From an optimization exercise on the open Yosys and OpenROAD flow, aimed at small area and a short achievable clock period; shortcuts taken in it are not production practice.
RTL that was checked went through simulation tests only; none was proved equivalent to the original.

==> flow/design.v (excerpt) <==
module pre_norm(clk, rmode, add, opa, opb, opa_nan, opb_nan, fracta_out,
		fractb_out, exp_dn_out, sign, nan_sign, result_zero_sign,
		fasu_op);
input		clk;
input	[1:0]	rmode;
input		add;
input	[31:0]	opa, opb;
input		opa_nan, opb_nan;
output	[26:0]	fracta_out, fractb_out;
output	[7:0]	exp_dn_out;
output		sign;
output		nan_sign, result_zero_sign;
output		fasu_op;
reg	[26:0]	fracta_out;
reg	[7:0]	exp_dn_out;
reg		sign, fasu_op, nan_sign, result_zero_sign;
reg		signa_r, signb_r, nan_sign1_r;
wire		signa = opa[31];
wire		signb = opb[31];
wire	[7:0]	expa = opa[30:23];
wire	[7:0]	expb = opb[30:23];
wire	[22:0]	fracta = opa[22:0];
wire	[22:0]	fractb = opb[22:0];
wire		expa_nz = |expa;
wire		expb_nz = |expb;
function [1:0] cmp_gt_eq;	 
	input [31:0] x, y;
	integer i, w;
	reg [31:0] g, e;
	begin
		g = x & ~y;
		e = ~(x ^ y);
		for (w = 1; w < 32; w = w * 2)
			for (i = 0; i < 32; i = i + 2 * w) begin
				g[i] = g[i + w] | (e[i + w] & g[i]);
				e[i] = e[i + w] & e[i];
			end
		cmp_gt_eq = {g[0], e[0]};
	end
endfunction
wire	[1:0]	f_cmp = cmp_gt_eq({9'b0, fractb}, {9'b0, fracta});
wire	[1:0]	e_cmp = cmp_gt_eq({24'b0, expb}, {24'b0, expa});
wire		fb_gt_fa = f_cmp[1];
wire		f_eq = f_cmp[0];
wire		b_gt_a = e_cmp[1] | (e_cmp[0] & fb_gt_fa);
wire		mag_eq = e_cmp[0] & f_eq;
wire		add_d = add ^ signa ^ signb;	 
wire	[7:0]	ea = {expa[7:1], expa[0] | ~expa_nz};
wire	[7:0]	eb = {expb[7:1], expb[0] | ~expb_nz};
function [8:0] sub8;
	input [7:0] x, y;
	integer i, w;
	reg [7:0] g, p, c;
	begin
		g = ~x & y;		 
		p = ~(x ^ y);		 
		c = g;
		for (w = 1; w < 8; w = w * 2)
			for (i = 7; i >= w; i = i - 1) begin
				c[i] = c[i] | (p[i] & c[i - w]);
				p[i] = p[i] & p[i - w];
			end
		sub8 = {c[7], (x ^ y) ^ {c[6:0], 1'b0}};
	end
endfunction
wire	[8:0]	d_ab = sub8(ea, eb);
wire	[8:0]	d_ba = sub8(eb, ea);
wire	[7:0]	exp_diff = d_ab[8] ? d_ba[7:0] : d_ab[7:0];
wire		diff_big = |exp_diff[7:5];
wire	[23:0]	op_small = b_gt_a ? {expa_nz, fracta} : {expb_nz, fractb};
wire	[23:0]	op_large = b_gt_a ? {expb_nz, fractb} : {expa_nz, fracta};
wire	[4:0]	shamt = diff_big ? 5'd31 : exp_diff[4:0];
reg	[23:0]	small_r;
  ...
==> module pre_norm, before the edit <==
module pre_norm(clk, rmode, add, opa, opb, opa_nan, opb_nan, fracta_out,
		fractb_out, exp_dn_out, sign, nan_sign, result_zero_sign,
		fasu_op);
input		clk;
input	[1:0]	rmode;
input		add;
input	[31:0]	opa, opb;
input		opa_nan, opb_nan;
output	[26:0]	fracta_out, fractb_out;
output	[7:0]	exp_dn_out;
output		sign;
output		nan_sign, result_zero_sign;
output		fasu_op;
reg	[26:0]	fracta_out;
reg	[7:0]	exp_dn_out;
reg		sign, fasu_op, nan_sign, result_zero_sign;
reg		signa_r, signb_r, nan_sign1_r;
wire		signa = opa[31];
wire		signb = opb[31];
wire	[7:0]	expa = opa[30:23];
wire	[7:0]	expb = opb[30:23];
wire	[22:0]	fracta = opa[22:0];
wire	[22:0]	fractb = opb[22:0];
wire		expa_nz = |expa;
wire		expb_nz = |expb;
function [1:0] cmp_gt_eq;	 
	input [31:0] x, y;
	integer i, w;
	reg [31:0] g, e;
	begin
		g = x & ~y;
		e = ~(x ^ y);
		for (w = 1; w < 32; w = w * 2)
			for (i = 0; i < 32; i = i + 2 * w) begin
				g[i] = g[i + w] | (e[i + w] & g[i]);
				e[i] = e[i + w] & e[i];
			end
		cmp_gt_eq = {g[0], e[0]};
	end
endfunction
wire	[1:0]	f_cmp = cmp_gt_eq({9'b0, fractb}, {9'b0, fracta});
wire	[1:0]	e_cmp = cmp_gt_eq({24'b0, expb}, {24'b0, expa});
wire		fb_gt_fa = f_cmp[1];
wire		f_eq = f_cmp[0];
wire		b_gt_a = e_cmp[1] | (e_cmp[0] & fb_gt_fa);
wire		mag_eq = e_cmp[0] & f_eq;
wire		add_d = add ^ signa ^ signb;	 
wire	[7:0]	ea = {expa[7:1], expa[0] | ~expa_nz};
wire	[7:0]	eb = {expb[7:1], expb[0] | ~expb_nz};
function [8:0] sub8;
	input [7:0] x, y;
	integer i, w;
	reg [7:0] g, p, c;
	begin
		g = ~x & y;		 
		p = ~(x ^ y);		 
		c = g;
		for (w = 1; w < 8; w = w * 2)
			for (i = 7; i >= w; i = i - 1) begin
				c[i] = c[i] | (p[i] & c[i - w]);
				p[i] = p[i] & p[i - w];
			end
		sub8 = {c[7], (x ^ y) ^ {c[6:0], 1'b0}};
	end
endfunction
wire	[8:0]	d_ab = sub8(ea, eb);
wire	[8:0]	d_ba = sub8(eb, ea);
wire	[7:0]	exp_diff = d_ab[8] ? d_ba[7:0] : d_ab[7:0];
wire		diff_big = |exp_diff[7:5];
wire	[23:0]	op_small = b_gt_a ? {expa_nz, fracta} : {expb_nz, fractb};
wire	[23:0]	op_large = b_gt_a ? {expb_nz, fractb} : {expa_nz, fracta};
wire	[4:0]	shamt = diff_big ? 5'd31 : exp_diff[4:0];
reg	[23:0]	small_r;
reg	[4:0]	shamt_r, shamt_n_r;	 
always @(posedge clk) begin
	fracta_out <= {op_large, 3'b0};
	small_r    <= op_small;
	shamt_r    <= shamt;
	shamt_n_r  <= ~shamt;
	exp_dn_out <= (!add_d & mag_eq) ? 8'h0 : (b_gt_a ? expb : expa);
	sign       <= b_gt_a ? (signb ^ ~add) : signa;
	fasu_op    <= add_d;
end
function [26:0] step;	 
	input [26:0] x;
	input integer k;
	input s, sn;
	step = ({27{s}} & (x >> k)) | ({27{sn}} & x);
endfunction
wire	[26:0]	sft0 = {small_r, 3'b0};
wire	[26:0]	sft1 = step(sft0, 16, shamt_r[4], shamt_n_r[4]);
wire		stk1 = shamt_r[4] & |sft0[15:0];
wire	[26:0]	sft2 = step(sft1, 8, shamt_r[3], shamt_n_r[3]);
wire		stk2 = stk1 | (shamt_r[3] & |sft1[7:0]);
wire	[26:0]	sft3 = step(sft2, 4, shamt_r[2], shamt_n_r[2]);
wire		stk3 = stk2 | (shamt_r[2] & |sft2[3:0]);
wire	[26:0]	sft4 = step(sft3, 2, shamt_r[1], shamt_n_r[1]);
wire		stk4 = stk3 | (shamt_r[1] & |sft3[1:0]);
wire	[26:0]	small_sft = step(sft4, 1, shamt_r[0], shamt_n_r[0]);
wire		sticky = stk4 | (shamt_r[0] & sft4[0]);
assign fractb_out = {small_sft[26:1], small_sft[0] | sticky};
always @(posedge clk) begin
	signa_r     <= signa;
	signb_r     <= signb;
	nan_sign1_r <= f_eq ? (signa & signb) : fb_gt_fa ? signb : signa;
end
wire		add_r = fasu_op ^ signa_r ^ signb_r;
wire		rm3 = rmode == 2'd3;
always @(posedge clk) begin
	result_zero_sign <= ( add_r &  signa_r &  signb_r) |
			    (!add_r &  signa_r & !signb_r) |
			    ( add_r & (signa_r |  signb_r) & rm3) |
			    (!add_r & (signa_r == signb_r) & rm3);
	nan_sign <= (opa_nan & opb_nan) ? nan_sign1_r :
		    opb_nan ? signb_r : signa_r;
end
endmodule
Settings: LEC_CHECK=0, CAP_MARGIN=20, CORE_MARGIN=2, CORE_UTILIZATION=70, CTS_BUF_LIST=sky130_fd_sc_hd__clkbuf_8, PLACE_DENSITY=0.8, SETUP_SLACK_MARGIN=5.0, SLEW_MARGIN=20; clock period 9.5 ns.
standard.sh (not shown) runs the stock make flow with config.mk's settings and CLKGATE_MAP_FILE= SYNTH_SCRIPT=/design/flow/synth_recipe.tcl, a recipe that flattens the netlist after the stock synthesis.
==> flow/flow/run.sh <==
#!/bin/bash
# The standard layout (standard.sh), with these changes:
#  - synthesis maps the logic with flow/abc_map.script in place of ORFS's
#    abc_speed.script (same Yosys script otherwise, so the same registers);
#  - the port buffers are buf_1 cells;
#  - clock tree synthesis inserts no dummy loads;
#  - repair aims at the setup margin given below.
# Each tool's full output goes to ORFS's own logs under orfs/logs/, and
# make's output to standard_make.log here.
set -euo pipefail
here=$(pwd)
args=()
if [[ -f flow/abc_map.script ]]; then
  sed "s#log_cmd abc {\*}\$abc_args#log_cmd abc -script $here/flow/abc_map.script {*}[lrange \$abc_args 2 end]#" \
    "$FLOW_HOME/scripts/synth.tcl" > "$here/synth_own.tcl"
  grep -q "flow/abc_map.script" "$here/synth_own.tcl"
  sed "s#\$::env(SCRIPTS_DIR)/synth.tcl#$here/synth_own.tcl#" synth_recipe.tcl > "$here/synth_recipe_own.tcl"
  grep -q "synth_own.tcl" "$here/synth_recipe_own.tcl"
  args+=(SYNTH_SCRIPT="$here/synth_recipe_own.tcl")
fi
bash standard.sh ${args[@]+"${args[@]}"} \
  "BUFFER_PORTS_ARGS=-buffer_cell sky130_fd_sc_hd__buf_1" \
  "CTS_ARGS=-sink_clustering_enable -repair_clock_nets -buf_list sky130_fd_sc_hd__clkbuf_8 -dont_use_dummy_load" \
  SETUP_SLACK_MARGIN=5.0 finish > standard_make.log 2>&1
==> flow/flow/abc_map.script <==
strash
dch
map
topo
stime -c
buffer -c
upsize -c
dnsize -c
The first run produced a clean layout.
Edit:
--- a/flow/design.v
+++ b/flow/design.v
@@ -69,38 +69,31 @@
 wire	[7:0]	exp_diff = d_ab[8] ? d_ba[7:0] : d_ab[7:0];
 wire		diff_big = |exp_diff[7:5];
 wire	[23:0]	op_small = b_gt_a ? {expa_nz, fracta} : {expb_nz, fractb};
 wire	[23:0]	op_large = b_gt_a ? {expb_nz, fractb} : {expa_nz, fracta};
 wire	[4:0]	shamt = diff_big ? 5'd31 : exp_diff[4:0];
 reg	[23:0]	small_r;
-reg	[4:0]	shamt_r, shamt_n_r;	 
+reg	[4:0]	shamt_r;
 always @(posedge clk) begin
 	fracta_out <= {op_large, 3'b0};
 	small_r    <= op_small;
 	shamt_r    <= shamt;
-	shamt_n_r  <= ~shamt;
 	exp_dn_out <= (!add_d & mag_eq) ? 8'h0 : (b_gt_a ? expb : expa);
 	sign       <= b_gt_a ? (signb ^ ~add) : signa;
 	fasu_op    <= add_d;
 end
-function [26:0] step;	 
-	input [26:0] x;
-	input integer k;
-	input s, sn;
-	step = ({27{s}} & (x >> k)) | ({27{sn}} & x);
-endfunction
 wire	[26:0]	sft0 = {small_r, 3'b0};
-wire	[26:0]	sft1 = step(sft0, 16, shamt_r[4], shamt_n_r[4]);
+wire	[26:0]	sft1 = shamt_r[4] ? {16'b0, sft0[26:16]} : sft0;
 wire		stk1 = shamt_r[4] & |sft0[15:0];
-wire	[26:0]	sft2 = step(sft1, 8, shamt_r[3], shamt_n_r[3]);
+wire	[26:0]	sft2 = shamt_r[3] ? {8'b0, sft1[26:8]} : sft1;
 wire		stk2 = stk1 | (shamt_r[3] & |sft1[7:0]);
-wire	[26:0]	sft3 = step(sft2, 4, shamt_r[2], shamt_n_r[2]);
+wire	[26:0]	sft3 = shamt_r[2] ? {4'b0, sft2[26:4]} : sft2;
 wire		stk3 = stk2 | (shamt_r[2] & |sft2[3:0]);
-wire	[26:0]	sft4 = step(sft3, 2, shamt_r[1], shamt_n_r[1]);
+wire	[26:0]	sft4 = shamt_r[1] ? {2'b0, sft3[26:2]} : sft3;
 wire		stk4 = stk3 | (shamt_r[1] & |sft3[1:0]);
-wire	[26:0]	small_sft = step(sft4, 1, shamt_r[0], shamt_n_r[0]);
+wire	[26:0]	small_sft = shamt_r[0] ? {1'b0, sft4[26:1]} : sft4;
 wire		sticky = stk4 | (shamt_r[0] & sft4[0]);
 assign fractb_out = {small_sft[26:1], small_sft[0] | sticky};
 always @(posedge clk) begin
 	signa_r     <= signa;
 	signb_r     <= signb;
 	nan_sign1_r <= f_eq ? (signa & signb) : fb_gt_fa ? signb : signa;
Effect: The new run finished clean; sequential share of layout area shrinks by 1.5 points; via count is about the same; worst hold slack gains 40 ps; wire length shrinks slightly; sequential cell count shrinks by 5; fmax grows slightly; synthesized cell count grows by a few percent; setup slack gains 54 ps; cell count grows by a few percent.
Only the layout flow was run in the first run of this note; the RTL was not checked for function there.

[static timing again, ports no longer ideal]
No port has a modelled driver above. Below, the same layouts with a new extraction and two added sets of constraints.
Step 1 sets driving cells, clkbuf_16 on the clock port and buf_2 on the other inputs (assumed; they add their load-dependent delay and slew).
Step 2 also shifts input and output timing later by t, the mid clock arrival at the registers, as if the neighbouring blocks saw the same clock.
Three values: ideal, step 1, step 2; two values: the first two.
run | t (ns) | setup slack, ns | pins driven straight from the clock port
the first run | 0.378 | 5.152 / 5.165 / 4.788 | 1
the second run | 0.376 | 5.206 / 5.207 / 4.831 | 1
After both steps setup and hold are still met in every run listed. The setup slack of the second run, which loses most, moves by +0.001 ns with the drivers and by -0.375 ns with both steps.
